Context: an optimization exercise on an open-source flow, tuned for small area, a short achievable clock period and few clock cycles. The choices shown serve that exercise and are no tape-out recipe. Function was checked by simulation only, so behaviour that the tests miss may differ from the original.

==> flow/run.sh <==
#!/bin/bash
# synth_recipe.tcl (not shown) runs the flow's synth.tcl, then flattens the netlist and writes it again
# the make line also repeats each setting of config.mk as NAME=value (left out here)
make -C /OpenROAD-flow-scripts/flow DESIGN_CONFIG=/design/flow/config.mk WORK_HOME=/design/flow/orfs CLKGATE_MAP_FILE= SYNTH_SCRIPT=/design/flow/synth_recipe.tcl finish
==> flow/constraint.sdc <==
create_clock -name core_clock -period 8.5 [get_ports {clk}]
set_input_delay 1.7000 -clock core_clock [delete_from_list [all_inputs] [get_ports {clk}]]
set_output_delay 1.7000 -clock core_clock [all_outputs]
set_load 0.01 [all_outputs]
==> flow/config.mk <==
export PLATFORM = sky130hd
export DESIGN_NAME = frequency_generation_stage
export DESIGN_NICKNAME = frequency_generation_stage
export VERILOG_FILES = /design/flow/design.v
export SDC_FILE = /design/flow/constraint.sdc
export NUM_CORES = 4
export LEC_CHECK = 0
export CAP_MARGIN = 20
export CORE_MARGIN = 2
export CORE_UTILIZATION = 40
export PLACE_DENSITY = 0.6
export SLEW_MARGIN = 20
==> flow/design.v <==
module stream_sorter_oets #(
    parameter SYMBOLS = 16,
    parameter FREQ_WIDTH = 16,
    parameter SYMBOL_WIDTH = 5
)(
    input wire clk,
    input wire reset,
    input wire [SYMBOL_WIDTH-1:0] symbol_in,
    input wire valid_in,
    output wire ready_in,
    output reg [SYMBOLS*FREQ_WIDTH-1:0] sorted_frequencies_flat,
    output reg [SYMBOLS*SYMBOL_WIDTH-1:0] sorted_symbol_flat,
    output reg sorted_done
);
    localparam PAIR_WIDTH = FREQ_WIDTH + SYMBOL_WIDTH;
    reg [PAIR_WIDTH-1:0] buffer [0:SYMBOLS-1];
    reg [PAIR_WIDTH-1:0] buffer_next [0:SYMBOLS-1];
    reg [PAIR_WIDTH-1:0] temp;
    reg [4:0] input_count;  
    reg [5:0] pass_count;   
    reg [5:0] idle_count;   
    integer i;
    assign ready_in = 1;
    function [SYMBOL_WIDTH-1:0] lower_bits;
        input [31:0] value;
        begin
            lower_bits = value & ((1 << SYMBOL_WIDTH) - 1);
        end
    endfunction
    always @* begin
        for (i = 0; i < SYMBOLS; i = i + 1)
            buffer_next[i] = buffer[i];
        if (valid_in) begin
            for (i = 0; i < SYMBOLS; i = i + 1) begin
                if (buffer_next[i][SYMBOL_WIDTH-1:0] == symbol_in)
                    buffer_next[i][PAIR_WIDTH-1:SYMBOL_WIDTH] = 
                        buffer_next[i][PAIR_WIDTH-1:SYMBOL_WIDTH] + 1;
            end
        end
        for (i = 0; i < SYMBOLS-1; i = i + 2) begin
            if (buffer_next[i][PAIR_WIDTH-1:SYMBOL_WIDTH] > buffer_next[i+1][PAIR_WIDTH-1:SYMBOL_WIDTH]) begin
                temp = buffer_next[i];
                buffer_next[i] = buffer_next[i+1];
                buffer_next[i+1] = temp;
            end
        end
        for (i = 1; i < SYMBOLS-1; i = i + 2) begin
            if (buffer_next[i][PAIR_WIDTH-1:SYMBOL_WIDTH] > buffer_next[i+1][PAIR_WIDTH-1:SYMBOL_WIDTH]) begin
                temp = buffer_next[i];
                buffer_next[i] = buffer_next[i+1];
                buffer_next[i+1] = temp;
            end
        end
    end
    always @(posedge clk or posedge reset) begin
        if (reset) begin
            for (i = 0; i < SYMBOLS; i = i + 1)
                buffer[i] <= { {FREQ_WIDTH{1'b0}}, lower_bits(i) };
            input_count <= 0;
            pass_count <= 0;
            idle_count <= 0;
            sorted_done <= 0;
        end else begin
            for (i = 0; i < SYMBOLS; i = i + 1)
                buffer[i] <= buffer_next[i];
            if (valid_in) begin
                if (input_count != 5'd31)  
                    input_count <= input_count + 1;
                idle_count <= 0;  
            end else begin
                idle_count <= idle_count + 1;  
            end
            pass_count <= pass_count + 1;
            if (idle_count >= SYMBOLS + 4 && input_count > 0) begin
                sorted_done <= 1;
            end
        end
    end
    always @* begin
        for (i = 0; i < SYMBOLS; i = i + 1) begin
            sorted_frequencies_flat[i*FREQ_WIDTH +: FREQ_WIDTH] = 
                buffer[i][PAIR_WIDTH-1:SYMBOL_WIDTH];
            sorted_symbol_flat[i*SYMBOL_WIDTH +: SYMBOL_WIDTH] = 
                buffer[i][SYMBOL_WIDTH-1:0];
        end
    end
endmodule
module frequency_generation_stage #(
    parameter SYMBOL_WIDTH = 5,     
    parameter FREQ_WIDTH = 16,      
    parameter NUM_CELLS = 16        
) (
    input  wire clk,
    input  wire reset,
    input  wire [SYMBOL_WIDTH-1:0] symbol_in,   
    input  wire valid_in,                       
    output wire ready_in,                       
    output wire [NUM_CELLS*FREQ_WIDTH-1:0] sorted_frequencies,   
    output wire [NUM_CELLS*SYMBOL_WIDTH-1:0] sorted_symbols,     
    output wire sorted_done                     
);
    stream_sorter_oets #(
        .SYMBOLS(NUM_CELLS),
        .FREQ_WIDTH(FREQ_WIDTH),
        .SYMBOL_WIDTH(SYMBOL_WIDTH)
    ) sorter_inst (
        .clk(clk),
        .reset(reset),
        .symbol_in(symbol_in),
        .valid_in(valid_in),
        .ready_in(ready_in),
        .sorted_frequencies_flat(sorted_frequencies),
        .sorted_symbol_flat(sorted_symbols),
        .sorted_done(sorted_done)
    );
endmodule
==> summary.md, run 1 <==
| Metric | Value |
|---|---|
| Status | `timing/DRC/antenna clean` |
| Syn. warnings | `3` |
| Cells after Synth | `roughly 4000` |
| Tightest Pin Transition | `1.28 ns` |
| CTS Root Cell | `clkbuf_16` |
| Post-Route WL | `136 mm` |
| Sequential share of the synthesized area | `26.7%` |
| Share of synthesized flip-flops with an asynchronous set or reset | `between 90% and 100%` |
| Critical path fanouts, max | `14` |
| Maximum buffer depth of the clock tree | `3` |
| RSZ-0062 raised after global routing | `no` |
| Mapped Area | `32800 um^2` |
| Die Ht | `290 um` |
| Final Setup Violations | `0` |
| Final ANT Viol Nets | `0` |
| Crit path required time | `8.99 ns` |
| IO Pins | `346` |
| DR iter-0 viols | `3579` |
| Detail Placement HPWL | `106 mm` |
| Synth cell types | `just over 100` |
| Gr usage total | `31.0%` |
| Global route overflow | `0` |
| Final RePlAce weighted congestion | `0.986` |
| Sink Count | `348` |
| Layout Skew | `0.0384 ns` |
| WL/cell | `roughly 24 um` |
| Hold WC Path Type | `reg2reg` |
| Crit start category | `primary input` |
| Drt pass-1 iters | `6` |
| CTS tree | `built` |
| Core area | `81600 um^2` |
| Depth of the CTS H-tree | `2` |
| Final Hold Slack | `0.484 ns` |
| N_diodes | `0` |
| EDFF count, synth | `0` |
| Fin area | `41300 um^2` |
| DRC Markers | `0` |
| Clock Pin Slew Worst Setup and Hold Paths | `~0.070 ns` |
| Fin util | `50.6%` |
| Fmax | `approximately 0.12 GHz` |
| Initial antenna violation count | `1` |
| Port Buffers | `344` |
| # nets final | `between 4000 and 5000` |
| Std cell rows | `105` |
| Number of global-route vias before repair | `32708` |
| Hold violation count in the final report | `0` |
| Setup Buffers After CTS | `0` |
| CP max stage cell | `nor2_1` |
| Final non-filler cell total | `5682` |
| Die W | `290 um` |
| Starting Density | `40.2%` |
| Relative slew margins | `between 10 and 15%` |
| Mean post-synth cell area | `8.14 um^2` |
| Final slew viol count | `0` |
| Multi-input gate area | `between 20000 and 25000 um^2` |
| Setup crit end kind | `flop` |
| Largest net degree at the start of global routing | `roughly 150` |
| Die area | `~84000 um^2` |
| Clock buffer count from CTS | `46` |
| Main synth FF type | `dfrtp_1` |
| Critical Path AT | `8.54 ns` |
| Final period utilization | `between 90% and 100%` |
| Layout cells sized above 1 | `13.1%` |
| Hold-fix buffers at CTS | `0` |
| Crit path top cell by count | `nand2_1` |
| Vias | `34529` |
| Clk Latency, worst-skew pair | `0.63 ns` |
| Min setup slack post-route | `0.448 ns` |
| DP Cell Count | `5597` |
| Placed inst area | `just under 40000 um^2` |
| First-pass GRT wire length | `slightly above 200 mm` |
| Tmin final | `8.05 ns` |
| Max cap viols | `0` |
| Fill count | `7886` |
| Critical path type | `in2reg` |
| Vias per Instance | `6.08` |
| Worst path max stage delay | `0.53 ns` |
| Reg area | `8750 um^2` |
| Setup_tns | `0 ns` |
| Synth Register Bits | `about 350` |
| Post-place setup slack | `0.0437 ns` |
| P&R area growth vs syn | `26.0%` |
## cell type report
class / count / area share (%)
tap: 1070 / 3.24
multi-input combinational: 3241 / 53.9
inverter: 211 / 1.93
clock buffer: 62 / 3.15
clock inverter: 23 / 0.733
timing repair buffer: 727 / 15.9
sequential: 348 / 21.2
## cells in the final DEF, fill, tap and decap left out, types with 41 or more instances in the layout
| cell type | n |
|---|---|
| nor2_1 | 311 |
| a211oi_1 | 49 |
| and3_1 | 75 |
| clkbuf_16 | 47 |
| o22ai_1 | 142 |
| buf_4 | 362 |
| o21ai_0 | 244 |
| o211ai_1 | 68 |
| inv_1 | 210 |
| nand4_1 | 96 |
| nand3_1 | 139 |
| xor2_1 | 147 |
| xnor2_1 | 178 |
| a21o_1 | 63 |
| clkdlybuf4s50_1 | 338 |
| o21a_1 | 44 |
| nor3_1 | 74 |
| o221ai_1 | 68 |
| mux2i_1 | 139 |
| nand2_1 | 383 |
| or3_1 | 41 |
| dfrtp_1 | 316 |
| ha_1 | 253 |
| a21oi_1 | 221 |
## repair_timing
item / CTS / global route
hold endpoints to repair: 0 / 0
resized for setup: 0 / 1
endpoints found under the setup margin: 0 / 1
## final timing paths
kind	to	slack [ns]	cells past startpoint	startpoint
max	sorter_inst.buffer[6][20]$_DFF_PP0_	0.45	28	symbol_in[2]
min	sorter_inst.sorted_done$_DFFE_PP0P_	0.48	1	sorter_inst.sorted_done$_DFFE_PP0P_
max reg2reg	sorter_inst.buffer[12][20]$_DFF_PP0_	1.18	27	sorter_inst.buffer[11][1]$_DFF_PP1_
min reg2reg	sorter_inst.sorted_done$_DFFE_PP0P_	0.48	1	sorter_inst.sorted_done$_DFFE_PP0P_
max in group asynchronous	sorter_inst.buffer[3][17]$_DFF_PP0_	5.57	4	reset
min in group asynchronous	sorter_inst.buffer[9][14]$_DFF_PP0_	1.42	2	reset
## logic make-up after synthesis
group	Yosys count	synth area share, %
compound gates	1173	24.0
other cells	1	0.0114
simple gates	1302	19.3
xor+xnor	328	8.83
buf+inv	438	5.71
mux	183	5.77
fa+ha+maj	254	9.69
flops	348	26.7
## flip-flops by register name (all words and copies together) (netlist names)
| signal | count |
|---|---|
| sorter_inst.buffer | 336 |
| sorter_inst.idle_count | 6 |
| sorter_inst.input_count | 5 |
| sorter_inst.sorted_done | 1 |
## per-layer routing
layer	global-route usage (%)	share of wire [%]	vias up
li1	-	-	15974
met1	43.3	44	16598
met2	48.9	44	1692
met3	4.99	8.4	263
met4	9.43	3.3	2
met5	0	0.010	-
## critical path, delay by kind of cell
family / cells / cell delay [ns]
compound gates: 10 / 2.37
xor+xnor: 2 / 0.66
fa+ha+maj: 2 / 0.64
buf+inv: 5 / 0.88
simple gates: 9 / 2.25
## cell usage after synthesis (all sizes together), types with 32 or more instances
master | count | area, um^2
xor2 | 147 | 1290
dfrtp | 316 | 7910
a211oi | 53 | 433
and4 | 40 | 350
dfstp | 32 | 841
mux2 | 44 | 499
nand4 | 98 | 626
xnor2 | 181 | 1610
o22ai | 142 | 888
clkbuf | 124 | 465
ha | 253 | 3170
o21a | 46 | 345
o21ai | 269 | 1360
a21oi | 221 | 1110
and3 | 75 | 469
buf | 103 | 614
a21o | 63 | 473
nor3 | 79 | 420
inv | 211 | 792
or3 | 43 | 279
and2 | 39 | 244
nor2 | 319 | 1220
nand3 | 139 | 696
mux2i | 139 | 1390
o211ai | 70 | 536
nand2 | 386 | 1460
o221ai | 68 | 596
Testbench counts, summed over its fixed seeds: cycles 30,036.
==> inputs of run 2 (changes only) <==
==> flow/design.v (replaced) <==
module stream_sorter_oets #(
    parameter SYMBOLS = 16,
    parameter FREQ_WIDTH = 16,
    parameter SYMBOL_WIDTH = 5
)(
    input wire clk,
    input wire reset,
    input wire [SYMBOL_WIDTH-1:0] symbol_in,
    input wire valid_in,
    output wire ready_in,
    output wire [SYMBOLS*FREQ_WIDTH-1:0] sorted_frequencies_flat,
    output wire [SYMBOLS*SYMBOL_WIDTH-1:0] sorted_symbol_flat,
    output reg sorted_done
);
    localparam N = 16;
    localparam W = FREQ_WIDTH;
    reg [W-1:0] cnt [0:N-1];
    reg [3:0]   tag [0:N-1];
    reg [3:0]   r;             
    reg         val_r;         
    reg [4:0]   sym_r;
    reg         any_in;        
    reg [4:0]   idle_cnt;      
    assign ready_in = 1'b1;
    wire       hit = val_r & ~sym_r[4];
    wire [3:0] last = r - 4'd1;           
    wire       rot = (r != 4'd0) & ~val_r;
    reg [N-1:0] match, eq, reach, j, inrun;
    reg [N-1:0] g, pr, g2, pr2;
    reg         wrap;
    integer p, s;
    always @* begin
        for (p = 0; p < N; p = p + 1) begin
            match[p] = hit & (tag[p] == sym_r[3:0]);
            eq[p] = (cnt[p] == cnt[(p + 1) % N]) & (last != p);
        end
        for (p = 0; p < N; p = p + 1) begin
            g[p] = match[p];
            pr[p] = eq[(p + N - 1) % N];
        end
        for (s = 1; s < N; s = s * 2) begin
            for (p = 0; p < N; p = p + 1) begin
                g2[p] = g[p] | (pr[p] & g[(p + N - s) % N]);
                pr2[p] = pr[p] & pr[(p + N - s) % N];
            end
            g = g2;
            pr = pr2;
        end
        reach = g;
        j = reach & ~eq;
        inrun = reach & eq;
        wrap = 1'b0;
        for (p = 0; p < N; p = p + 1)
            if (j[p] && (&cnt[p]))
                wrap = 1'b1;
    end
    always @(posedge clk or posedge reset) begin
        if (reset) begin
            for (p = 0; p < N; p = p + 1) begin
                cnt[p] <= {W{1'b0}};
                tag[p] <= p;
            end
            r <= 4'd0;
            val_r <= 1'b0;
            any_in <= 1'b0;
            idle_cnt <= 5'd0;
            sorted_done <= 1'b0;
        end else begin
            val_r <= valid_in;
            for (p = 0; p < N; p = p + 1) begin
                if (rot)
                    cnt[p] <= cnt[(p + 1) % N];
                else if (j[p])
                    cnt[p] <= cnt[p] + 1'b1;
                if (rot || inrun[p])
                    tag[p] <= tag[(p + 1) % N];
                else if (j[p])
                    tag[p] <= sym_r[3:0];
            end
            if (rot || wrap)
                r <= r - 4'd1;
            if (valid_in) begin
                any_in <= 1'b1;
                idle_cnt <= 5'd0;
            end else if (idle_cnt != 5'd31) begin
                idle_cnt <= idle_cnt + 5'd1;
            end
            if (!valid_in && any_in && idle_cnt >= 5'd19 && r == 4'd0)
                sorted_done <= 1'b1;
        end
    end
    always @(posedge clk)
        sym_r <= symbol_in;
    genvar k;
    generate
        for (k = 0; k < N; k = k + 1) begin : g_out
            assign sorted_frequencies_flat[k*W +: W] = cnt[k];
            assign sorted_symbol_flat[k*SYMBOL_WIDTH +: SYMBOL_WIDTH] = {1'b0, tag[k]};
        end
    endgenerate
endmodule
module frequency_generation_stage #(
    parameter SYMBOL_WIDTH = 5,     
    parameter FREQ_WIDTH = 16,      
    parameter NUM_CELLS = 16        
) (
    input  wire clk,
    input  wire reset,
    input  wire [SYMBOL_WIDTH-1:0] symbol_in,   
    input  wire valid_in,                       
    output wire ready_in,                       
    output wire [NUM_CELLS*FREQ_WIDTH-1:0] sorted_frequencies,   
    output wire [NUM_CELLS*SYMBOL_WIDTH-1:0] sorted_symbols,     
    output wire sorted_done                     
);
    stream_sorter_oets #(
        .SYMBOLS(NUM_CELLS),
        .FREQ_WIDTH(FREQ_WIDTH),
        .SYMBOL_WIDTH(SYMBOL_WIDTH)
    ) sorter_inst (
        .clk(clk),
        .reset(reset),
        .symbol_in(symbol_in),
        .valid_in(valid_in),
        .ready_in(ready_in),
        .sorted_frequencies_flat(sorted_frequencies),
        .sorted_symbol_flat(sorted_symbols),
        .sorted_done(sorted_done)
    );
endmodule
==> summary.md, run 2 <==
| Metric | Value |
|---|---|
| Clk Latency, worst-skew pair | `roughly 0.57 ns` |
| P&R area growth vs syn | `18.5%` |
| Hold violation count in the final report | `0` |
| Layout cells sized above 1 | `5.95%` |
| Hold Crit Endpoint | `sorter_inst.any_in$_DFFE_PP0P_` |
| Commonest non-fill, non-tap cell in the layout | `nand2_1` |
| Final period utilization | `60.7%` |
| Number of global-route vias before repair | `20652` |
| CP Cell Sequence | `inv_1 > ha_1 > and3_4 > or4_4 > nor4_4 > nand2_1 > nor4_1 > a22o_1 > a41oi_2 > or4_1 > nand4_1 > a311o_1 > o21ai_0 > xnor2_1` |
| Max reg flops | `256` |
| First-pass GRT wire length | `around 130 mm` |
| Sequential share of the synthesized area | `between 30% and 40%` |
| Vias per Instance | `between 5 and 6` |
| Layout Skew | `0.0217 ns` |
| IO Pins | `346` |
| Critical Path AT | `5.61 ns` |
| CTS Root Cell | `clkbuf_16` |
| Core area | `58900 um^2` |
| Gr usage total | `around 27%` |
| Synth cell types | `approximately 100` |
| Starting Density | `just over 40%` |
| Clock Pin Slew Worst Setup and Hold Paths | `around 0.060 ns` |
| DR iter-0 viols | `1962` |
| Crit path required time | `around 9.0 ns` |
| R2R depth | `14` |
| Tightest Pin Transition | `1.03 ns` |
| Final ANT Viol Nets | `0` |
| Port Buffers | `328` |
| Final RePlAce weighted congestion | `0.915` |
| WL/cell | `22.6 um` |
| RSZ-0062 raised after global routing | `no` |
| Die area | `61400 um^2` |
| Worst path max stage delay | `roughly 0.7 ns` |
| Setup Buffers After CTS | `0` |
| Relative slew margins | `30.9%` |
| Clock buffer count from CTS | `42` |
| Final slew viol count | `0` |
| Hold-fix buffers at CTS | `0` |
| Placed inst area | `26800 um^2` |
| Die W | `248 um` |
| Main synth FF type | `dfrtp_1` |
| EDFF count, synth | `0` |
| Share of synthesized flip-flops with an asynchronous set or reset | `98.5%` |
| Vias | `21457` |
| Largest Register | `sorter_inst.cnt` |
| Final Setup Violations | `0` |
| Setup_tns | `0 ns` |
| Mapped Area | `around 24000 um^2` |
| Hold_sp | `sorter_inst.any_in$_DFFE_PP0P_` |
| Global route overflow | `0` |
| Critical path type | `reg2reg` |
| Most frequent cells in the layout | `nand2_1 (396), clkdlybuf4s50_1 (328), xnor2_1 (314)` |
| N_diodes | `0` |
| Setup crit end kind | `flop` |
| Top cells by count, synth | `nand2_1 (396), xnor2_1 (314), dfrtp_1 (300), clkbuf_1 (259), o21ai_0 (212)` |
| Flop2flop setup slack | `3.34 ns` |
| Worst Path Buf+Inv | `1` |
| Fin area | `28200 um^2` |
| DRC Markers | `0` |
| Depth of the CTS H-tree | `2` |
| Final Hold Slack | `0.467 ns` |
| Worst r2r src | `sorter_inst.r[0]$_DFFE_PP0P_` |
| Hold Crit Depth | `1` |
| Status | `timing/DRC/antenna clean` |
| Critical path fanouts, max | `9` |
| Fin util | `47.8%` |
| Detail Placement HPWL | `~62 mm` |
| Crit start category | `flop` |
| Max cap viols | `0` |
| CTS tree | `built` |
| FF-to-FF End | `sorter_inst.r[2]$_DFFE_PP0P_` |
| Syn. warnings | `3` |
| Synth top area cells | `dfrtp_1 (32%), xnor2_1 (12%), xor2_1 (7.5%)` |
| CP max stage cell | `or4_1` |
| Std cell rows | `89` |
| Cells after Synth | `around 2900` |
| Largest net degree at the start of global routing | `about 160` |
| # nets final | `2988` |
| Top-count cell post-synth | `nand2_1` |
| Biggest regs | `sorter_inst.cnt: 256 flops, sorter_inst.tag: 64 flops` |
| Hold WC Path Type | `reg2reg` |
| Synth top area share | `31.6%` |
| Tmin final | `roughly 5.2 ns` |
| Sink Count | `337` |
| Delay-heaviest family, CP | `simple AND/OR/NAND/NOR gates` |
| Die Ht | `248 um` |
| # resized after CTS | `0` |
| Post-Route WL | `85.0 mm` |
| Synth Register Bits | `337` |
| Fmax | `0.194 GHz` |
| Drt pass-1 iters | `6` |
| Maximum buffer depth of the clock tree | `3` |
| Synth area leader | `dfrtp_1` |
| Initial antenna violation count | `0` |
| Mean post-synth cell area | `8.26 um^2` |
## run 2: cell types whose count changed in the layout (fill, tap and decap cells not counted), moves of 42 or more
cell	before	now
o22ai_1	142	50
o221ai_1	68	3
xnor2_1	178	314
nor2_1	311	198
a21oi_1	221	92
mux2i_1	139	33
o211ai_1	68	26
ha_1	253	22
buf_4	362	14
inv_1	210	39
a21o_1	63	7
xor2_1	147	204
a211oi_1	49	3
## run 2: cell families after synthesis
| group | after synthesis | synth area share [%] |
|---|---|---|
| adders and majority gates | 22 | 1.16 |
| DFF | 337 | 35.5 |
| muxes | 33 | 1.39 |
| AOI/OAI and AO/OA | 537 | 14.0 |
| buffers and inverters | 363 | 6.73 |
| xor gates and xnor gates | 518 | 19.1 |
| and+or+nand+nor | 1066 | 22.1 |
| other | 2 | 0.0316 |
## run 2: how the worst max path moves through the flow
| stage | start | end | slack (ns) | cells past startpoint |
|---|---|---|---|---|
| 2_1_floorplan | reset | sorter_inst.any_in$_DFFE_PP0P_ | 2.39 | 1 |
| 3_3_place_gp | sorter_inst.r[0]$_DFFE_PP0P_ | sorter_inst.r[2]$_DFFE_PP0P_ | 3.47 | 14 |
| 3_5_place_dp | sorter_inst.r[0]$_DFFE_PP0P_ | sorter_inst.r[2]$_DFFE_PP0P_ | 3.38 | 14 |
| 4_1_cts | sorter_inst.r[0]$_DFFE_PP0P_ | sorter_inst.r[2]$_DFFE_PP0P_ | 3.37 | 14 |
| 5_1_grt | sorter_inst.r[0]$_DFFE_PP0P_ | sorter_inst.cnt[7][4]$_DFFE_PP0P_ | 2.99 | 14 |
| 6_report | sorter_inst.r[0]$_DFFE_PP0P_ | sorter_inst.r[2]$_DFFE_PP0P_ | 3.34 | 14 |
## run 2: per-stage QoR
step	setup WS, ns	cells
after floorplan	2.39	2893
after global placement	3.47	3687
after detailed placement	3.38	3687
after CTS	3.37	3763
after global routing	2.99	3763
final	3.34	3763
## run 2: area by class of cell
cell class                      count  area [um^2]
Clock buffer                       63         1230
Timing Repair Buffer              344         3430
Multi-Input combinational cell   2193        13800
Fill cell                        5583        30700
Inverter                           40          154
Tap cell                          773          967
Sequential cell                   337         8450
Clock inverter                     13          144
## run 2: layer usage
| metal | share of wire [%] | GRT usage, % | wire, um | vias up |
|---|---|---|---|---|
| met5 | 0 | 0 | 0 | - |
| met4 | 2.8 | 8.05 | 2360 | 0 |
| met3 | 6.1 | 4.08 | 5190 | 135 |
| met2 | 47 | 44.5 | 40200 | 728 |
| met1 | 44 | 37.2 | 37300 | 10571 |
| li1 | - | - | - | 10023 |
## run 2: worst register-to-register path, delay by kind of cell (launching register included)
family,cells,cell delay (ns)
fa+ha+maj,1,0.32
buf+inv,1,0.11
compound gates,4,1.02
simple gates,7,2.92
flops,1,0.50
xor+xnor,1,0.15
Testbench counts of run 2, summed over its fixed seeds: cycles 29,972.
==> inputs of run 3 (changes only) <==
--- a/flow/design.v
+++ b/flow/design.v
@@ -16,15 +16,14 @@
     localparam W = FREQ_WIDTH;
     reg [W-1:0] cnt [0:N-1];
     reg [3:0]   tag [0:N-1];
-    reg [3:0]   r;             
+    reg [N-1:0] lastm;         
     reg         val_r;         
     reg [4:0]   sym_r;
     reg         any_in;        
     reg [4:0]   idle_cnt;      
     assign ready_in = 1'b1;
     wire       hit = val_r & ~sym_r[4];
-    wire [3:0] last = r - 4'd1;           
-    wire       rot = (r != 4'd0) & ~val_r;
+    wire       rot = ~lastm[N-1] & ~val_r;   
     reg [N-1:0] match, eq, reach, j, inrun;
     reg [N-1:0] g, pr, g2, pr2;
     reg         wrap;
@@ -32,7 +31,7 @@
     always @* begin
         for (p = 0; p < N; p = p + 1) begin
             match[p] = hit & (tag[p] == sym_r[3:0]);
-            eq[p] = (cnt[p] == cnt[(p + 1) % N]) & (last != p);
+            eq[p] = (cnt[p] == cnt[(p + 1) % N]) & ~lastm[p];
         end
         for (p = 0; p < N; p = p + 1) begin
             g[p] = match[p];
@@ -51,7 +50,7 @@
         inrun = reach & eq;
         wrap = 1'b0;
         for (p = 0; p < N; p = p + 1)
-            if (j[p] && (&cnt[p]))
+            if (reach[p] && lastm[p] && (&cnt[p]))
                 wrap = 1'b1;
     end
     always @(posedge clk or posedge reset) begin
@@ -60,7 +59,7 @@
                 cnt[p] <= {W{1'b0}};
                 tag[p] <= p;
             end
-            r <= 4'd0;
+            lastm <= {1'b1, {(N-1){1'b0}}};
             val_r <= 1'b0;
             any_in <= 1'b0;
             idle_cnt <= 5'd0;
@@ -78,14 +77,14 @@
                     tag[p] <= sym_r[3:0];
             end
             if (rot || wrap)
-                r <= r - 4'd1;
+                lastm <= {lastm[0], lastm[N-1:1]};
             if (valid_in) begin
                 any_in <= 1'b1;
                 idle_cnt <= 5'd0;
             end else if (idle_cnt != 5'd31) begin
                 idle_cnt <= idle_cnt + 5'd1;
             end
-            if (!valid_in && any_in && idle_cnt >= 5'd19 && r == 4'd0)
+            if (!valid_in && any_in && idle_cnt >= 5'd19 && lastm[N-1])
                 sorted_done <= 1'b1;
         end
     end
--- a/flow/config.mk
+++ b/flow/config.mk
@@ -9,4 +9,5 @@
 export CORE_MARGIN = 2
 export CORE_UTILIZATION = 40
 export PLACE_DENSITY = 0.6
+export SETUP_SLACK_MARGIN = 5
 export SLEW_MARGIN = 20
==> summary.md, run 3 <==
| Metric | Value |
|---|---|
| Adder-cell share of the synthesized area | `less than 1%` |
| Final non-filler cell total | `4070` |
| Crit path required time | `between 6 and 7 ns` |
| Reg area | `between 9000 and 10000 um^2` |
| Post-place setup slack | `3.80 ns` |
| Sink Count | `349` |
| Fill count | `about 5400` |
| Final Hold Slack | `0.471 ns` |
| Initial antenna violation count | `0` |
| Post-Route WL | `92.1 mm` |
| Drt pass-1 iters | `7` |
| Tmin final | `approximately 3.5 ns` |
| Layout cells sized above 1 | `between 20% and 30%` |
| Final ANT Viol Nets | `0` |
| DP Cell Count | `3706` |
| Placed inst area | `about 27000 um^2` |
| Final RePlAce weighted congestion | `~0.90` |
| P&R area growth vs syn | `35.3%` |
| Vias | `23560` |
| Final period utilization | `41.4%` |
| Std cell rows | `90` |
| Status | `timing/DRC/antenna clean` |
| Share of synthesized flip-flops with an asynchronous set or reset | `98.6%` |
| Largest Register | `sorter_inst.cnt` |
| Post-synthesis mux area share | `3.37%` |
| Critical path fanouts, max | `7` |
| First-pass GRT wire length | `136 mm` |
| Vias per Instance | `5.79` |
| Min setup slack post-route | `4.98 ns` |
| Hold-fix buffers at CTS | `0` |
| Hold violation count in the final report | `0` |
| Biggest regs | `sorter_inst.cnt: 256 flops, sorter_inst.tag: 64 flops, sorter_inst.lastm: 16 flops` |
| Top-count cell post-synth | `nand2_1` |
| Core area | `60100 um^2` |
| Die W | `250 um` |
| Fmax | `0.284 GHz` |
| Global route overflow | `0` |
| FF-to-FF End | `sorter_inst.lastm[6]$_DFFE_PP0P_` |
| Clock buffer count from CTS | `43` |
| Layout Skew | `0.0118 ns` |
| RSZ-0062 raised after global routing | `yes` |
| Cells after Synth | `2878` |
| EDFF count, synth | `0` |
| Sequential share of the synthesized area | `36.1%` |
| Synth Area in Compound Gates | `between 10% and 20%` |
| IO Pins | `346` |
| Most frequent cells in the layout | `nand2_1 (330), clkdlybuf4s50_1 (327), xor2_1 (307)` |
| Synth Register Bits | `349` |
| Syn. warnings | `3` |
| Die area | `62600 um^2` |
| Number of global-route vias before repair | `21989` |
| Final Setup Violations | `0` |
| CTS Root Cell | `clkbuf_16` |
| CP Cell Sequence | `buf_4 > buf_4 > clkdlybuf4s50_1` |
| Hold_sp | `sorter_inst.any_in$_DFFE_PP0P_` |
| Synth top area cells | `dfrtp_1 (32%), xor2_1 (11%), xnor2_1 (6.5%)` |
| Starting Density | `40.3%` |
| Detail Placement HPWL | `61.4 mm` |
| Tightest Pin Transition | `1.00 ns` |
| Top cells by count, synth | `nand2_1 (333), dfrtp_1 (311), xor2_1 (311), nor2_1 (208), clkbuf_1 (204)` |
| Crit path from | `sorter_inst.cnt[10][9]$_DFFE_PP0P_` |
| Gr usage total | `27.7%` |
| Mean post-synth cell area | `roughly 8.4 um^2` |
| Crit start category | `flop` |
| Synth area leader | `dfrtp_1` |
| Main synth FF type | `dfrtp_1` |
| CP max stage cell | `clkdlybuf4s50_1` |
| Critical Path AT | `1.82 ns` |
| Multi-input gate area | `around 15000 um^2` |
| Setup_tns | `0 ns` |
| Relative slew margins | `32.5%` |
| Hold WC Path Type | `reg2reg` |
| Largest family of logic cells by synthesized area | `simple AND/OR/NAND/NOR gates` |
| Synth Area in Simple Gates | `22.1%` |
| Critical path type | `reg2out` |
| Largest net degree at the start of global routing | `196` |
| Die Ht | `250 um` |
| WL/cell | `22.6 um` |
| Crit path top cell by count | `buf_4` |
| Final slew viol count | `0` |
| Mapped Area | `24200 um^2` |
| CTS tree | `built` |
| Max reg flops | `256` |
| Xor/xnor share of the synthesized area | `17.7%` |
| Synth top area share | `approximately 32%` |
| Fin area | `32800 um^2` |
| Commonest non-fill, non-tap cell in the layout | `nand2_1` |
| DRC Markers | `0` |
| Synth cell types | `88` |
| Worst setup path endpoint | `sorted_frequencies[169]` |
| Worst path max stage delay | `between 0.5 and 0.6 ns` |
| DR iter-0 viols | `1942` |
| Flop2flop setup slack | `5.01 ns` |
| Maximum buffer depth of the clock tree | `3` |
| Setup crit end kind | `output port` |
| Worst r2r src | `sorter_inst.cnt[7][6]$_DFFE_PP0P_` |
| Fin util | `between 50 and 60%` |
| Clk Latency, worst-skew pair | `0.58 ns` |
| Max cap viols | `0` |
| Clock Pin Slew Worst Setup and Hold Paths | `0.06 ns` |
| R2R depth | `13` |
| N_diodes | `0` |
| Depth of the CTS H-tree | `2` |
| # nets final | `between 3000 and 4000` |
| Port Buffers | `~330` |
==> run 3: changes by cell type in the layout (fill, tap and decap cells not counted), moves of 44 or more <==
cell	before	now
nand2_1	396	330
o21ai_0	212	168
xor2_1	204	307
buf_4	14	264
dfrtp_1	300	105
dfrtp_2	0	206
xnor2_1	314	173
==> run 3: layer usage <==
layer / vias to the layer above / track usage [%] / routed length (um)
met5: - / 0 / 0
met1: 11721 / 38.3 / 39800
li1: 10688 / - / -
met4: 0 / 10.2 / 3530
met3: 215 / 3.34 / 5460
met2: 936 / 44.7 / 43300
==> run 3: area by class of cell <==
class | instances | area share [%]
Inverter | 42 | 0.492
Clock inverter | 13 | 0.591
Clock buffer | 66 | 4.01
Timing Repair Buffer | 628 | 17.7
Multi-Input combinational cell | 2190 | 46.7
Tap cell | 782 | 2.98
Sequential cell | 349 | 27.5
==> run 3: repair_timing <==
item,CTS,global route
cloned,0,3
resized for setup,235,247
pin swaps,36,86
endpoints found under the setup margin,368,251
buffers inserted,93,189
==> run 3: worst max-delay path, delay by kind of cell, from the launching register on <==
family	cells	cell delay, ns
buffers and inverters	3	0.77
flip-flops	1	0.47
==> run 3: worst min-delay path by stage <==
stage / endpoint / slack (ns) / depth (start not counted)
3_5_place_dp: sorter_inst.any_in$_DFFE_PP0P_ / 0.45 / 1
2_1_floorplan: sorter_inst.any_in$_DFFE_PP0P_ / 0.44 / 1
3_3_place_gp: sorter_inst.any_in$_DFFE_PP0P_ / 0.45 / 1
6_report: sorter_inst.any_in$_DFFE_PP0P_ / 0.47 / 1
5_1_grt: sorter_inst.any_in$_DFFE_PP0P_ / 0.49 / 1
4_1_cts: sorter_inst.any_in$_DFFE_PP0P_ / 0.47 / 1
==> run 3: logic make-up (layout without fill, tap and decap cells) <==
family	count (synthesis)	after routing
AND/OR/NAND/NOR	1074	1075
AO/OA/AOI/OAI	508	510
buffers and inverters	357	749
flip-flops	349	349
adder cells (fa/ha/maj)	18	18
XOR/XNOR	491	491
multiplexers	79	79
other	2	17
Testbench counts of run 3, summed over its fixed seeds: cycles 29,972.
==> inputs of run 4 (changes only) <==
--- a/flow/design.v
+++ b/flow/design.v
@@ -17,24 +17,25 @@
     reg [W-1:0] cnt [0:N-1];
     reg [3:0]   tag [0:N-1];
     reg [N-1:0] lastm;         
+    reg [N-1:0] e_r;           
+    reg [N-1:0] m_r;           
     reg         val_r;         
-    reg [4:0]   sym_r;
+    reg [3:0]   sym_r;
     reg         any_in;        
     reg [4:0]   idle_cnt;      
     assign ready_in = 1'b1;
-    wire       hit = val_r & ~sym_r[4];
     wire       rot = ~lastm[N-1] & ~val_r;   
-    reg [N-1:0] match, eq, reach, j, inrun;
+    wire       hit_in = valid_in & ~symbol_in[4];
+    reg [N-1:0] eq, reach, j, inrun, mpre, g1;
     reg [N-1:0] g, pr, g2, pr2;
-    reg         wrap;
+    reg [W-1:0] inc [0:N-1];
+    reg [N-1:0] wrap;          
+    reg         same;
     integer p, s;
     always @* begin
+        eq = e_r & ~lastm;
         for (p = 0; p < N; p = p + 1) begin
-            match[p] = hit & (tag[p] == sym_r[3:0]);
-            eq[p] = (cnt[p] == cnt[(p + 1) % N]) & ~lastm[p];
-        end
-        for (p = 0; p < N; p = p + 1) begin
-            g[p] = match[p];
+            g[p] = m_r[p];
             pr[p] = eq[(p + N - 1) % N];
         end
         for (s = 1; s < N; s = s * 2) begin
@@ -48,10 +49,13 @@
         reach = g;
         j = reach & ~eq;
         inrun = reach & eq;
-        wrap = 1'b0;
-        for (p = 0; p < N; p = p + 1)
-            if (reach[p] && lastm[p] && (&cnt[p]))
-                wrap = 1'b1;
+        for (p = 0; p < N; p = p + 1) begin
+            inc[p] = cnt[p] + 1'b1;
+            g1[p] = (inc[p] == cnt[(p + 1) % N]);
+            mpre[p] = hit_in & (tag[p] == symbol_in[3:0]);
+            wrap[p] = reach[p] & lastm[p] & (&cnt[p]);
+        end
+        same = hit_in & (sym_r == symbol_in[3:0]);
     end
     always @(posedge clk or posedge reset) begin
         if (reset) begin
@@ -60,6 +64,8 @@
                 tag[p] <= p;
             end
             lastm <= {1'b1, {(N-1){1'b0}}};
+            e_r <= {N{1'b1}};
+            m_r <= {N{1'b0}};
             val_r <= 1'b0;
             any_in <= 1'b0;
             idle_cnt <= 5'd0;
@@ -70,14 +76,29 @@
                 if (rot)
                     cnt[p] <= cnt[(p + 1) % N];
                 else if (j[p])
-                    cnt[p] <= cnt[p] + 1'b1;
+                    cnt[p] <= inc[p];
                 if (rot || inrun[p])
                     tag[p] <= tag[(p + 1) % N];
                 else if (j[p])
-                    tag[p] <= sym_r[3:0];
+                    tag[p] <= sym_r;
+                if (rot)
+                    e_r[p] <= e_r[(p + 1) % N];
+                else if (j[p])
+                    e_r[p] <= g1[p];
+                else if (j[(p + 1) % N])
+                    e_r[p] <= 1'b0;
+                if (rot || inrun[p])
+                    m_r[p] <= mpre[(p + 1) % N];
+                else if (j[p])
+                    m_r[p] <= same;
+                else
+                    m_r[p] <= mpre[p];
             end
-            if (rot || wrap)
-                lastm <= {lastm[0], lastm[N-1:1]};
+            for (p = 0; p < N; p = p + 1)
+                if (rot)
+                    lastm[p] <= lastm[(p + 1) % N];
+                else
+                    lastm[p] <= (lastm[p] & ~wrap[p]) | wrap[(p + 1) % N];
             if (valid_in) begin
                 any_in <= 1'b1;
                 idle_cnt <= 5'd0;
@@ -89,7 +110,7 @@
         end
     end
     always @(posedge clk)
-        sym_r <= symbol_in;
+        sym_r <= symbol_in[3:0];
     genvar k;
     generate
         for (k = 0; k < N; k = k + 1) begin : g_out
==> flow/flow/run.sh (new file) <==
#!/bin/bash
# The standard layout (the standard.sh, unchanged synthesis), with:
#  - port buffers of a plain buffer cell (buf_2) instead of the delay buffer
#    buffer_ports picks by default;
#  - timing repair aimed at a tighter setup margin, so that the layout is
#    optimised towards a shorter achieved period (the SDC is unchanged);
#  - larger clock-tree sink clusters (fewer leaf clock buffers).
set -euo pipefail
bash standard.sh \
  "BUFFER_PORTS_ARGS=-buffer_cell sky130_fd_sc_hd__buf_2" \
  SETUP_SLACK_MARGIN=5.4 \
  CTS_CLUSTER_SIZE=30 CTS_CLUSTER_DIAMETER=100 \
  finish > standard_flow.log 2>&1
==> flow/standard.sh (new file) <==
#!/bin/bash
# synth_recipe.tcl (not shown) runs the flow's synth.tcl, then flattens the netlist and writes it again
# the make line also repeats each setting of config.mk as NAME=value (left out here)
make -C /OpenROAD-flow-scripts/flow DESIGN_CONFIG=/design/flow/config.mk WORK_HOME=/design/flow/orfs CLKGATE_MAP_FILE= SYNTH_SCRIPT=/design/flow/synth_recipe.tcl "${@:-finish}"
--- a/flow/config.mk
+++ b/flow/config.mk
@@ -9,5 +9,4 @@
 export CORE_MARGIN = 2
 export CORE_UTILIZATION = 40
 export PLACE_DENSITY = 0.6
-export SETUP_SLACK_MARGIN = 5
 export SLEW_MARGIN = 20
removed: flow/run.sh
==> summary.md, run 4 <==
| Metric | Value |
|---|---|
| Setup_tns | `0 ns` |
| GRT busiest layer | `met2` |
| CTS tree | `built` |
| Setup crit end kind | `output port` |
| Most frequent cells in the layout | `nand2_1 (417), xnor2_1 (325), buf_2 (312)` |
| Final Setup Violations | `0` |
| Final non-filler cell total | `4741` |
| Sequential share of the synthesized area | `roughly a third` |
| Reg area | `9830 um^2` |
| Die area | `77100 um^2` |
| Vias | `27802` |
| P&R area growth vs syn | `10.6%` |
| FF-to-FF End | `sorter_inst.cnt[8][3]$_DFFE_PP0P_` |
| Status | `timing/DRC/antenna clean` |
| Layout Skew | `0.0397 ns` |
| N_diodes | `0` |
| Fmax | `roughly 0.33 GHz` |
| GR Layer Usage met2 | `42.6%` |
| Clock buffer count from CTS | `24` |
| Commonest non-fill, non-tap cell in the layout | `nand2_1` |
| Post-Route WL | `~110 mm` |
| First-pass GRT wire length | `between 150 and 200 mm` |
| Biggest regs | `sorter_inst.cnt: 256 flops, sorter_inst.tag: 64 flops` |
| Relative slew margins | `26.3%` |
| # nets final | `3780` |
| CP max stage cell | `dfstp_2` |
| Critical Path AT | `around 1.4 ns` |
| CTS Root Cell | `clkbuf_16` |
| Worst path max stage delay | `0.59 ns` |
| Number of global-route vias before repair | `26103` |
| Tmin final | `3.08 ns` |
| Met1 usage | `36.0%` |
| Maximum buffer depth of the clock tree | `3` |
| DR iter-0 viols | `2412` |
| Sink Count | `380` |
| EDFF count, synth | `0` |
| Post-place setup slack | `4.46 ns` |
| Clock Pin Slew Worst Setup and Hold Paths | `0.11 ns` |
| Hold Crit Depth | `1` |
| Share of synthesized flip-flops with an asynchronous set or reset | `98.9%` |
| Worst r2r src | `sorter_inst.m_r[15]$_DFF_PP0_` |
| Fin area | `~33000 um^2` |
| R2R depth | `7` |
| Final Hold Slack | `0.481 ns` |
| Cells after Synth | `~3700` |
| Max cap viols | `0` |
| Main synth FF type | `dfrtp_1` |
| Detail Placement HPWL | `74.5 mm` |
| Crit start category | `flop` |
| Synth Register Bits | `380` |
| Worst Path Buf+Inv | `1` |
| Final slew viol count | `0` |
| Fin util | `44.6%` |
| Critical path type | `reg2out` |
| Port Buffers | `around 330` |
| Final RePlAce weighted congestion | `0.928` |
| Min setup slack post-route | `5.42 ns` |
| Hold violation count in the final report | `0` |
| Largest Register | `sorter_inst.cnt` |
| Fill count | `between 7000 and 8000` |
| Synth top area share | `roughly 27%` |
| DRC Markers | `0` |
| Layout cells sized above 1 | `21.7%` |
| Top-count cell post-synth | `nand2_1` |
| DP Cell Count | `around 4700` |
| Mapped Area | `around 30000 um^2` |
| Global route overflow | `0` |
| Vias per Instance | `5.86` |
| WL/cell | `about 22 um` |
| Max reg flops | `between 200 and 300` |
| Placed inst area | `around 31000 um^2` |
| RSZ-0062 raised after global routing | `yes` |
| IO Pins | `346` |
| Critical path fanouts, max | `4` |
| Final period utilization | `36.2%` |
| Synth top area cells | `dfrtp_1 (27%), xnor2_1 (9.5%), xor2_1 (8.5%)` |
| Top cells by count, synth | `nand2_1 (419), dfrtp_1 (327), xnor2_1 (325), xor2_1 (291), o21ai_0 (269)` |
| Core area | `approximately 74000 um^2` |
| GR Layer Usage met3 | `around 4.2%` |
| Hold_sp | `sorter_inst.any_in$_DFFE_PP0P_` |
| Synth area leader | `dfrtp_1` |
| Hold WC Path Type | `reg2reg` |
| Clk Latency, worst-skew pair | `0.61 ns` |
| Synth cell types | `112` |
| Mean post-synth cell area | `between 8 and 9 um^2` |
| Die Ht | `278 um` |
| CP Cell Sequence | `clkbuf_4` |
| Std cell rows | `100` |
| Tightest Pin Transition | `~1.1 ns` |
| Multi-input gate area | `18800 um^2` |
| Initial antenna violation count | `4` |
| Crit path required time | `6.80 ns` |
| Largest net degree at the start of global routing | `about 180` |
| Hold-fix buffers at CTS | `0` |
| Starting Density | `40.3%` |
| Delay-heaviest family, CP | `flip-flops` |
| Gr usage total | `26.4%` |
| Flop2flop setup slack | `roughly 5.4 ns` |
| Depth of the CTS H-tree | `1` |
| Drt pass-1 iters | `6` |
| Syn. warnings | `4` |
| Final ANT Viol Nets | `0` |
| Die W | `278 um` |
| Hold Crit Endpoint | `sorter_inst.any_in$_DFFE_PP0P_` |
==> run 4: area by class of cell <==
| type | instances | area share, % |
|---|---|---|
| Clock buffer | 26 | 1.93 |
| Clock inverter | 18 | 0.683 |
| Inverter | 64 | 0.747 |
| Multi-Input combinational cell | 2894 | 56.7 |
| Sequential cell | 380 | 29.6 |
| Tap cell | 969 | 3.66 |
| Timing Repair Buffer | 390 | 6.68 |
==> run 4: what timing repair did <==
| action | 4_1_cts | 5_1_grt |
|---|---|---|
| gates resized for setup | 223 | 74 |
| endpoints found under the setup margin | 452 | 144 |
| cloned | 1 | 0 |
| pin swaps | 4 | 1 |
| buffers inserted | 10 | 25 |
==> run 4: kinds of logic after synthesis <==
group                    Yosys count  synth area share, %
AO/OA/AOI/OAI                    817                 17.9
flip-flops                       380                 31.9
buffers and inverters            464                 6.52
other                              2               0.0251
adder cells (fa/ha/maj)           18                0.751
XOR/XNOR                         617                 18.1
AND/OR/NAND/NOR                 1382                 23.4
multiplexers                      42                 1.42
==> run 4: worst max path at each step <==
stage | depth (start not counted) | slack (ns) | to | start
after CTS | 7 | 5.37 | sorter_inst.tag[9][2]$_DFFE_PP0P_ | sorter_inst.e_r[7]$_DFFE_PP1P_
after global placement | 7 | 4.50 | sorter_inst.cnt[7][13]$_DFFE_PP0P_ | sorter_inst.e_r[1]$_DFFE_PP1P_
after detailed placement | 7 | 4.46 | sorter_inst.cnt[7][13]$_DFFE_PP0P_ | sorter_inst.e_r[1]$_DFFE_PP1P_
final | 1 | 5.42 | sorted_symbols[37] | sorter_inst.tag[7][2]$_DFFE_PP1P_
after global routing | 8 | 5.39 | sorter_inst.cnt[8][3]$_DFFE_PP0P_ | sorter_inst.e_r[9]$_DFFE_PP1P_
after floorplan | 1 | 1.79 | sorter_inst.any_in$_DFFE_PP0P_ | reset
==> run 4: metal layers <==
metal	vias up	wire length [um]
met2	917	49100
met4	8	3560
met5	-	57
li1	13105	-
met3	171	6680
met1	13601	46200
Testbench counts of run 4, summed over its fixed seeds: cycles 29,972.
==> inputs of run 5 (changes only) <==
==> flow/design.v (replaced) <==
module stream_sorter_oets #(
    parameter SYMBOLS = 16,
    parameter FREQ_WIDTH = 16,
    parameter SYMBOL_WIDTH = 5
)(
    input wire clk,
    input wire reset,
    input wire [SYMBOL_WIDTH-1:0] symbol_in,
    input wire valid_in,
    output wire ready_in,
    output wire [SYMBOLS*FREQ_WIDTH-1:0] sorted_frequencies_flat,
    output wire [SYMBOLS*SYMBOL_WIDTH-1:0] sorted_symbol_flat,
    output reg sorted_done
);
    localparam N = 16;
    localparam W = FREQ_WIDTH;
    reg [W-1:0] cnt [0:N-1];
    reg [3:0]   tag [0:N-1];
    reg         val_r;         
    reg [4:0]   sym_r;
    reg [3:0]   ph;            
    reg [4:0]   nph;           
    reg         any_in;        
    reg [4:0]   idle_cnt;      
    assign ready_in = 1'b1;
    wire sorted = nph[4] & (ph == 4'd0);
    wire sort = ~val_r & ~sorted;       
    wire hit = val_r & ~sym_r[4];
    reg [N/2-1:0] sw;          
    reg [N-1:0]   match;
    integer p, k;
    always @* begin
        for (k = 0; k < N/2; k = k + 1)
            sw[k] = sort & (cnt[2*k] > cnt[2*k+1]) & ~(ph[0] && ph[3:1] == k);
        for (p = 0; p < N; p = p + 1)
            match[p] = hit & (tag[p] == sym_r[3:0]);
    end
    always @(posedge clk or posedge reset) begin
        if (reset) begin
            for (p = 0; p < N; p = p + 1) begin
                cnt[p] <= {W{1'b0}};
                tag[p] <= p;
            end
            val_r <= 1'b0;
            ph <= 4'd0;
            nph <= 5'd16;
            any_in <= 1'b0;
            idle_cnt <= 5'd0;
            sorted_done <= 1'b0;
        end else begin
            val_r <= valid_in;
            for (k = 0; k < N/2; k = k + 1) begin
                if (sort) begin
                    if (!sw[k]) begin
                        cnt[2*k+1] <= cnt[2*k];
                        tag[2*k+1] <= tag[2*k];
                    end
                end else if (match[2*k+1]) begin
                    cnt[2*k+1] <= cnt[2*k+1] + 1'b1;
                end
                if (sort) begin
                    cnt[(2*k+2)%N] <= sw[k] ? cnt[2*k] : cnt[2*k+1];
                    tag[(2*k+2)%N] <= sw[k] ? tag[2*k] : tag[2*k+1];
                end else if (match[(2*k+2)%N]) begin
                    cnt[(2*k+2)%N] <= cnt[(2*k+2)%N] + 1'b1;
                end
            end
            if (sort)
                ph <= ph + 4'd1;
            if (hit)
                nph <= 5'd0;
            else if (sort && !nph[4])
                nph <= nph + 5'd1;
            if (valid_in) begin
                any_in <= 1'b1;
                idle_cnt <= 5'd0;
            end else if (idle_cnt != 5'd31) begin
                idle_cnt <= idle_cnt + 5'd1;
            end
            if (!valid_in && any_in && idle_cnt >= 5'd19 && sorted)
                sorted_done <= 1'b1;
        end
    end
    always @(posedge clk)
        sym_r <= symbol_in;
    genvar q;
    generate
        for (q = 0; q < N; q = q + 1) begin : g_out
            assign sorted_frequencies_flat[q*W +: W] = cnt[q];
            assign sorted_symbol_flat[q*SYMBOL_WIDTH +: SYMBOL_WIDTH] = {1'b0, tag[q]};
        end
    endgenerate
endmodule
module frequency_generation_stage #(
    parameter SYMBOL_WIDTH = 5,     
    parameter FREQ_WIDTH = 16,      
    parameter NUM_CELLS = 16        
) (
    input  wire clk,
    input  wire reset,
    input  wire [SYMBOL_WIDTH-1:0] symbol_in,   
    input  wire valid_in,                       
    output wire ready_in,                       
    output wire [NUM_CELLS*FREQ_WIDTH-1:0] sorted_frequencies,   
    output wire [NUM_CELLS*SYMBOL_WIDTH-1:0] sorted_symbols,     
    output wire sorted_done                     
);
    stream_sorter_oets #(
        .SYMBOLS(NUM_CELLS),
        .FREQ_WIDTH(FREQ_WIDTH),
        .SYMBOL_WIDTH(SYMBOL_WIDTH)
    ) sorter_inst (
        .clk(clk),
        .reset(reset),
        .symbol_in(symbol_in),
        .valid_in(valid_in),
        .ready_in(ready_in),
        .sorted_frequencies_flat(sorted_frequencies),
        .sorted_symbol_flat(sorted_symbols),
        .sorted_done(sorted_done)
    );
endmodule
--- a/flow/flow/run.sh
+++ b/flow/flow/run.sh
@@ -8,6 +8,6 @@
 set -euo pipefail
 bash standard.sh \
   "BUFFER_PORTS_ARGS=-buffer_cell sky130_fd_sc_hd__buf_2" \
-  SETUP_SLACK_MARGIN=5.4 \
+  SETUP_SLACK_MARGIN=5.5 \
   CTS_CLUSTER_SIZE=30 CTS_CLUSTER_DIAMETER=100 \
   finish > standard_flow.log 2>&1
==> summary.md, run 5 <==
| Metric | Value |
|---|---|
| Depth of the CTS H-tree | `1` |
| Placed inst area | `26500 um^2` |
| Relative slew margins | `between 30% and 40%` |
| GR Layer Usage met3 | `4.54%` |
| GRT busiest layer | `met2` |
| Synth top area share | `31.0%` |
| Largest net degree at the start of global routing | `160` |
| Final ANT Viol Nets | `0` |
| Final slew viol count | `0` |
| Hold violation count in the final report | `0` |
| Fill count | `5854` |
| Final RePlAce weighted congestion | `0.948` |
| Synth area leader | `dfrtp_1` |
| Sink Count | `between 300 and 400` |
| EDFF count, synth | `0` |
| Mean post-synth cell area | `8.81 um^2` |
| Syn. warnings | `3` |
| Critical path type | `reg2out` |
| Global route overflow | `0` |
| Delay-heaviest family, CP | `flip-flops` |
| Final period utilization | `35.5%` |
| Share of synthesized flip-flops with an asynchronous set or reset | `98.5%` |
| Sequential share of the synthesized area | `34.9%` |
| First-pass GRT wire length | `between 100 and 150 mm` |
| Reg area | `8800 um^2` |
| Vias | `24745` |
| Number of global-route vias before repair | `23356` |
| Critical path fanouts, max | `5` |
| Status | `timing/DRC/antenna clean` |
| Layout Skew | `0.0226 ns` |
| Top cells by count, synth | `dfrtp_1 (304), nand2_1 (213), a21oi_1 (205), nor2_1 (194), inv_1 (163)` |
| Die W | `252 um` |
| Die area | `63400 um^2` |
| CP Cell Sequence | `buf_6` |
| Fin area | `just under 30000 um^2` |
| Std cell rows | `90` |
| RSZ-0062 raised after global routing | `yes` |
| Biggest regs | `sorter_inst.cnt: 256 flops, sorter_inst.tag: 64 flops` |
| Starting Density | `40.6%` |
| Tmin final | `3.02 ns` |
| Clk Latency, worst-skew pair | `0.57 ns` |
| CTS tree | `built` |
| # nets final | `3275` |
| IO Pins | `346` |
| Post-Route WL | `between 90 and 100 mm` |
| Fin util | `48.0%` |
| Multi-input gate area | `14600 um^2` |
| CTS Root Cell | `clkbuf_16` |
| Crit start category | `flop` |
| Most frequent cells in the layout | `buf_2 (306), nand2_1 (211), a21oi_1 (200)` |
| Crit path required time | `6.80 ns` |
| Mapped Area | `roughly 25000 um^2` |
| DRC Markers | `0` |
| Setup crit end kind | `output port` |
| Detail Placement HPWL | `around 66 mm` |
| Maximum buffer depth of the clock tree | `3` |
| Drt pass-1 iters | `5` |
| CP max stage cell | `dfstp_2` |
| Synth cell types | `104` |
| Main synth FF type | `dfrtp_1` |
| Fmax | `0.331 GHz` |
| Initial antenna violation count | `1` |
| Worst Path Buf+Inv | `1` |
| Max reg flops | `256` |
| Die Ht | `252 um` |
| Hold WC Path Type | `reg2reg` |
| Synth Register Bits | `342` |
| Top-count cell post-synth | `dfrtp_1` |
| Final Setup Violations | `0` |
| Tightest Pin Transition | `0.907 ns` |
| DR iter-0 viols | `2610` |
| Setup_tns | `0 ns` |
| Port Buffers | `between 300 and 400` |
| Worst path max stage delay | `around 0.64 ns` |
| Clock buffer count from CTS | `20` |
| Vias per Instance | `6.32` |
| Gr usage total | `29.3%` |
| Largest Register | `sorter_inst.cnt` |
| Critical Path AT | `1.32 ns` |
| Commonest non-fill, non-tap cell in the layout | `buf_2` |
| Met1 usage | `40.3%` |
| GR Layer Usage met2 | `about 47%` |
| Synth top area cells | `dfrtp_1 (31%), ha_1 (7.6%), a21oi_1 (4.2%)` |
| P&R area growth vs syn | `18.1%` |
| Cells after Synth | `roughly 2800` |
| Layout cells sized above 1 | `about 28%` |
| Clock Pin Slew Worst Setup and Hold Paths | `0.09 ns` |
| Max cap viols | `0` |
| WL/cell | `25.0 um` |
| Core area | `around 60000 um^2` |
==> run 5: worst paths after layout <==
check / startpoint / to / slack [ns] / cells past startpoint
max reg2reg: sorter_inst.cnt[12][13]$_DFFE_PP0P_ / sorter_inst.tag[13][1]$_DFFE_PP0P_ / 5.52 / 8
min: sorter_inst.any_in$_DFFE_PP0P_ / sorter_inst.any_in$_DFFE_PP0P_ / 0.48 / 1
min reg2reg: sorter_inst.any_in$_DFFE_PP0P_ / sorter_inst.any_in$_DFFE_PP0P_ / 0.48 / 1
min in group asynchronous: reset / sorter_inst.cnt[13][10]$_DFFE_PP0P_ / 1.09 / 2
max in group asynchronous: reset / sorter_inst.tag[6][1]$_DFFE_PP1P_ / 5.92 / 4
max: sorter_inst.tag[4][2]$_DFFE_PP1P_ / sorted_symbols[22] / 5.48 / 1
==> run 5: per-stage QoR <==
stage | setup WS (ns) | hold slack (ns) | std cells
final | 5.48 | 0.483 | 3915
after global routing | 5.45 | 0.532 | 3915
after CTS | 5.45 | 0.487 | 3844
after floorplan | 2.32 | 0.440 | 2800
after global placement | 4.52 | 0.466 | 3751
after detailed placement | 4.43 | 0.466 | 3751
==> run 5: cells by family after synthesis <==
family                     synth area share (%)
AOI/OAI and AO/OA                          23.5
xor gates and xnor gates                   6.57
adders and majority gates                  7.60
buffers and inverters                      6.63
DFF                                        34.9
muxes                                      2.87
other                                    0.0306
and+or+nand+nor                            17.9
==> run 5: cell type report <==
type,count,share of cell area (%)
Antenna cell,1,0.00863
Multi-Input combinational cell,2104,50.5
Timing Repair Buffer,487,11.3
Clock buffer,23,1.84
Sequential cell,342,30.3
Tap cell,782,3.37
Clock inverter,13,0.531
Inverter,163,2.12
==> run 5: metal layers <==
layer | up-vias | wire, um
met5 | - | 0
met4 | 0 | 3570
met3 | 187 | 7980
met2 | 1257 | 45000
met1 | 12263 | 41300
li1 | 11038 | -
==> run 5: timing repair <==
item | 4_1_cts | 5_1_grt
resized for setup | 204 | 76
pin swaps | 3 | 8
cloned | 2 | 4
hold buffers | 0 | 0
buffers inserted | 55 | 66
endpoints found under the setup margin | 419 | 320
Testbench counts of run 5, summed over its fixed seeds: cycles 29,972.
==> inputs of run 6 (changes only) <==
--- a/flow/design.v
+++ b/flow/design.v
@@ -37,10 +37,6 @@
     end
     always @(posedge clk or posedge reset) begin
         if (reset) begin
-            for (p = 0; p < N; p = p + 1) begin
-                cnt[p] <= {W{1'b0}};
-                tag[p] <= p;
-            end
             val_r <= 1'b0;
             ph <= 4'd0;
             nph <= 5'd16;
@@ -49,6 +45,29 @@
             sorted_done <= 1'b0;
         end else begin
             val_r <= valid_in;
+            if (sort)
+                ph <= ph + 4'd1;
+            if (hit)
+                nph <= 5'd0;
+            else if (sort && !nph[4])
+                nph <= nph + 5'd1;
+            if (valid_in) begin
+                any_in <= 1'b1;
+                idle_cnt <= 5'd0;
+            end else if (idle_cnt != 5'd31) begin
+                idle_cnt <= idle_cnt + 5'd1;
+            end
+            if (!valid_in && any_in && idle_cnt >= 5'd19 && sorted)
+                sorted_done <= 1'b1;
+        end
+    end
+    always @(posedge clk) begin
+        if (reset) begin
+            for (p = 0; p < N; p = p + 1) begin
+                cnt[p] <= {W{1'b0}};
+                tag[p] <= p;
+            end
+        end else begin
             for (k = 0; k < N/2; k = k + 1) begin
                 if (sort) begin
                     if (!sw[k]) begin
@@ -65,20 +84,6 @@
                     cnt[(2*k+2)%N] <= cnt[(2*k+2)%N] + 1'b1;
                 end
             end
-            if (sort)
-                ph <= ph + 4'd1;
-            if (hit)
-                nph <= 5'd0;
-            else if (sort && !nph[4])
-                nph <= nph + 5'd1;
-            if (valid_in) begin
-                any_in <= 1'b1;
-                idle_cnt <= 5'd0;
-            end else if (idle_cnt != 5'd31) begin
-                idle_cnt <= idle_cnt + 5'd1;
-            end
-            if (!valid_in && any_in && idle_cnt >= 5'd19 && sorted)
-                sorted_done <= 1'b1;
         end
     end
     always @(posedge clk)
--- a/flow/flow/run.sh
+++ b/flow/flow/run.sh
@@ -8,6 +8,6 @@
 set -euo pipefail
 bash standard.sh \
   "BUFFER_PORTS_ARGS=-buffer_cell sky130_fd_sc_hd__buf_2" \
-  SETUP_SLACK_MARGIN=5.5 \
+  SETUP_SLACK_MARGIN=5.7 \
   CTS_CLUSTER_SIZE=30 CTS_CLUSTER_DIAMETER=100 \
   finish > standard_flow.log 2>&1
==> summary.md, run 6 <==
| Metric | Value |
|---|---|
| Synth top area cells | `dfxtp_1 (29%), ha_1 (8.2%), xnor2_1 (6.4%)` |
| Fmax | `approximately 0.34 GHz` |
| EDFF count, synth | `0` |
| Mapped Area | `22800 um^2` |
| Vias per Instance | `6.28` |
| CP max stage cell | `dfxtp_4` |
| Crit path required time | `6.80 ns` |
| Syn. warnings | `3` |
| Commonest non-fill, non-tap cell in the layout | `buf_4` |
| Port Buffers | `328` |
| Hold-fix buffers at CTS | `0` |
| Main synth FF type | `dfxtp_1` |
| Initial antenna violation count | `1` |
| Clk Latency, worst-skew pair | `0.59 ns` |
| Max reg flops | `256` |
| DRC Markers | `0` |
| Final RePlAce weighted congestion | `0.926` |
| Fill count | `between 5000 and 6000` |
| Mean post-synth cell area | `between 7 and 8 um^2` |
| WL/cell | `25.1 um` |
| Worst path max stage delay | `0.36 ns` |
| Tightest Pin Transition | `0.838 ns` |
| Final Setup Violations | `0` |
| Die W | `around 240 um` |
| Max cap viols | `0` |
| Synth top area share | `28.5%` |
| Die area | `59000 um^2` |
| CP Cell Sequence | `buf_4 > buf_6` |
| Relative slew margins | `between 40% and 50%` |
| Critical Path AT | `1.21 ns` |
| Clock buffer count from CTS | `20` |
| IO Pins | `between 300 and 400` |
| Largest Register | `sorter_inst.cnt` |
| Tmin final | `slightly below 3 ns` |
| Detail Placement HPWL | `63.6 mm` |
| Gr usage total | `34.2%` |
| Top cells by count, synth | `nand2_1 (346), dfxtp_1 (325), a21oi_1 (236), nor2_1 (221), xnor2_1 (166)` |
| Worst Path Buf+Inv | `2` |
| Top-count cell post-synth | `nand2_1` |
| N_diodes | `0` |
| P&R area growth vs syn | `42.2%` |
| Synth Register Bits | `342` |
| Synth area leader | `dfxtp_1` |
| DR iter-0 viols | `3362` |
| Layout Skew | `0.0357 ns` |
| Die Ht | `~240 um` |
| Critical path fanouts, max | `2` |
| Hold violation count in the final report | `0` |
| Status | `timing/DRC/antenna clean` |
| Clock Pin Slew Worst Setup and Hold Paths | `0.12 ns` |
| Global route overflow | `0` |
| Hold WC Path Type | `reg2reg` |
| Crit start category | `flop` |
| CTS tree | `built` |
| Largest net degree at the start of global routing | `between 90 and 100` |
| Number of global-route vias before repair | `25130` |
| Starting Density | `40.5%` |
| Share of synthesized flip-flops with an asynchronous set or reset | `4.97%` |
| Delay-heaviest family, CP | `flip-flops` |
| CTS Root Cell | `clkbuf_16` |
| Setup crit end kind | `output port` |
| Layout cells sized above 1 | `36.2%` |
| Final ANT Viol Nets | `0` |
| # nets final | `3701` |
| Vias | `27072` |
| Synth cell types | `93` |
| Sink Count | `342` |
| Drt pass-1 iters | `8` |
| Maximum buffer depth of the clock tree | `3` |
| Std cell rows | `87` |
| Core area | `56400 um^2` |
| Biggest regs | `sorter_inst.cnt: 256 flops, sorter_inst.tag: 64 flops` |
| Post-Route WL | `108 mm` |
| Depth of the CTS H-tree | `1` |
| RSZ-0062 raised after global routing | `yes` |
| Setup_tns | `0 ns` |
| Final period utilization | `34.3%` |
| First-pass GRT wire length | `157 mm` |
| Most frequent cells in the layout | `buf_4 (402), nand2_1 (326), dfxtp_4 (289)` |
| Sequential share of the synthesized area | `between 30 and 40%` |
| Critical path type | `reg2out` |
| Final slew viol count | `0` |
| Cells after Synth | `2931` |
[run 6: worst paths after layout]
kind	from	endpoint	slack, ns	depth (start not counted)
setup / recovery	sorter_inst.cnt[7][8]$_SDFFE_PP0P_	sorted_frequencies[120]	5.59	2
hold / removal	sorter_inst.any_in$_DFFE_PP0P_	sorter_inst.any_in$_DFFE_PP0P_	0.48	1
setup reg to reg	sorter_inst.cnt[7][4]$_SDFFE_PP0P_	sorter_inst.cnt[8][12]$_SDFFE_PP0P_	5.65	13
hold reg to reg	sorter_inst.any_in$_DFFE_PP0P_	sorter_inst.any_in$_DFFE_PP0P_	0.48	1
max in group asynchronous	reset	sorter_inst.ph[1]$_DFFE_PP0P_	6.52	3
min in group asynchronous	reset	sorter_inst.nph[3]$_DFFE_PP0P_	1.57	3
[run 6: cell families after synthesis]
logic type / Yosys count / share of synthesized area (%)
simple gates: 1083 / 22.8
compound gates: 712 / 19.9
flops: 342 / 30.4
buf+inv: 336 / 6.33
xor+xnor: 221 / 8.48
fa+ha+maj: 149 / 8.17
mux: 86 / 3.85
other cells: 2 / 0.0329
[run 6: cell type report]
type | instances | area [um^2] | share of cell area (%)
Multi-Input combinational cell | 2278 | 15400 | 47.4
Tap cell | 756 | 946 | 2.91
Clock buffer | 22 | 539 | 1.66
Clock inverter | 14 | 234 | 0.721
Sequential cell | 342 | 8060 | 24.8
Timing Repair Buffer | 755 | 6730 | 20.7
Inverter | 147 | 567 | 1.75
[run 6: layer usage]
metal	share of wire [%]	GRT usage, %	up-vias
li1	-	-	11860
met1	39	44.3	12993
met2	45	55.5	1850
met3	11	6.92	367
met4	5.1	13.7	2
met5	0.0074	0	-
[run 6: per-stage QoR]
stage | area [um^2] | hold WS [ns] | setup slack (ns) | utilization, % | instances
after floorplan | 22900 | 0.440 | 5.73 | - | 2946
final | 32500 | 0.481 | 5.59 | 57.6 | 4314
after CTS | 31100 | 0.484 | 5.58 | 55.1 | 4262
after global placement | 24800 | 0.454 | 3.75 | 43.9 | 3862
after global routing | 32500 | 0.516 | 5.58 | 57.6 | 4314
after detailed placement | 24800 | 0.456 | 3.70 | 43.9 | 3862
[run 6: timing repair]
action,CTS,global route
pin swaps,12,49
setup endpoints to repair,623,399
cloned,9,11
buffers inserted,355,41
gates resized for setup,914,168
Testbench counts of run 6, summed over its fixed seeds: cycles 29,972.

-- re-timing with driven ports --
How much do the figures lean on ideal ports? The routed layouts below were timed once more, with nothing changed but the port constraints. Step 1 (the two cells are an assumption about what drives the block):
set clk [get_ports {clk}]
set_driving_cell -lib_cell sky130_fd_sc_hd__clkbuf_16 $clk
set_driving_cell -lib_cell sky130_fd_sc_hd__buf_2 [delete_from_list [all_inputs] $clk]
Step 2 also shifts input and output timing later by t, the mid clock arrival at the registers, as if the neighbouring blocks saw the same clock. a / b / c = ideal ports / drivers / drivers and shift; a / b = the first two.
| run | t (ns) | slack for setup (ns) | hold slack, ns | latest minus earliest clock arrival (ns) |
|---|---|---|---|---|
| run 1 | 0.679 | 0.448 / 0.499 / -0.180 | 0.484 / 0.484 / 0.484 | 0.045 / 0.045 |
| run 2 | 0.627 | 3.337 / 3.337 / 3.337 | 0.467 / 0.467 / 0.467 | 0.022 / 0.021 |
| run 3 | 0.636 | 4.982 / 4.917 / 4.917 | 0.471 / 0.471 / 0.471 | 0.012 / 0.012 |
| run 4 | 0.660 | 5.423 / 5.357 / 4.900 | 0.481 / 0.481 / 0.481 | 0.040 / 0.040 |
| run 5 | 0.617 | 5.481 / 5.419 / 5.346 | 0.483 / 0.483 / 0.483 | 0.023 / 0.023 |
| run 6 | 0.638 | 5.587 / 5.524 / 5.050 | 0.481 / 0.481 / 0.481 | 0.036 / 0.036 |
With both steps, setup timing fails in run 1, where it was met with ideal ports. For run 1, which loses most, drivers alone change the setup slack by +0.051 ns; drivers and shift together by -0.628 ns. Setup slack includes reset recovery checks.
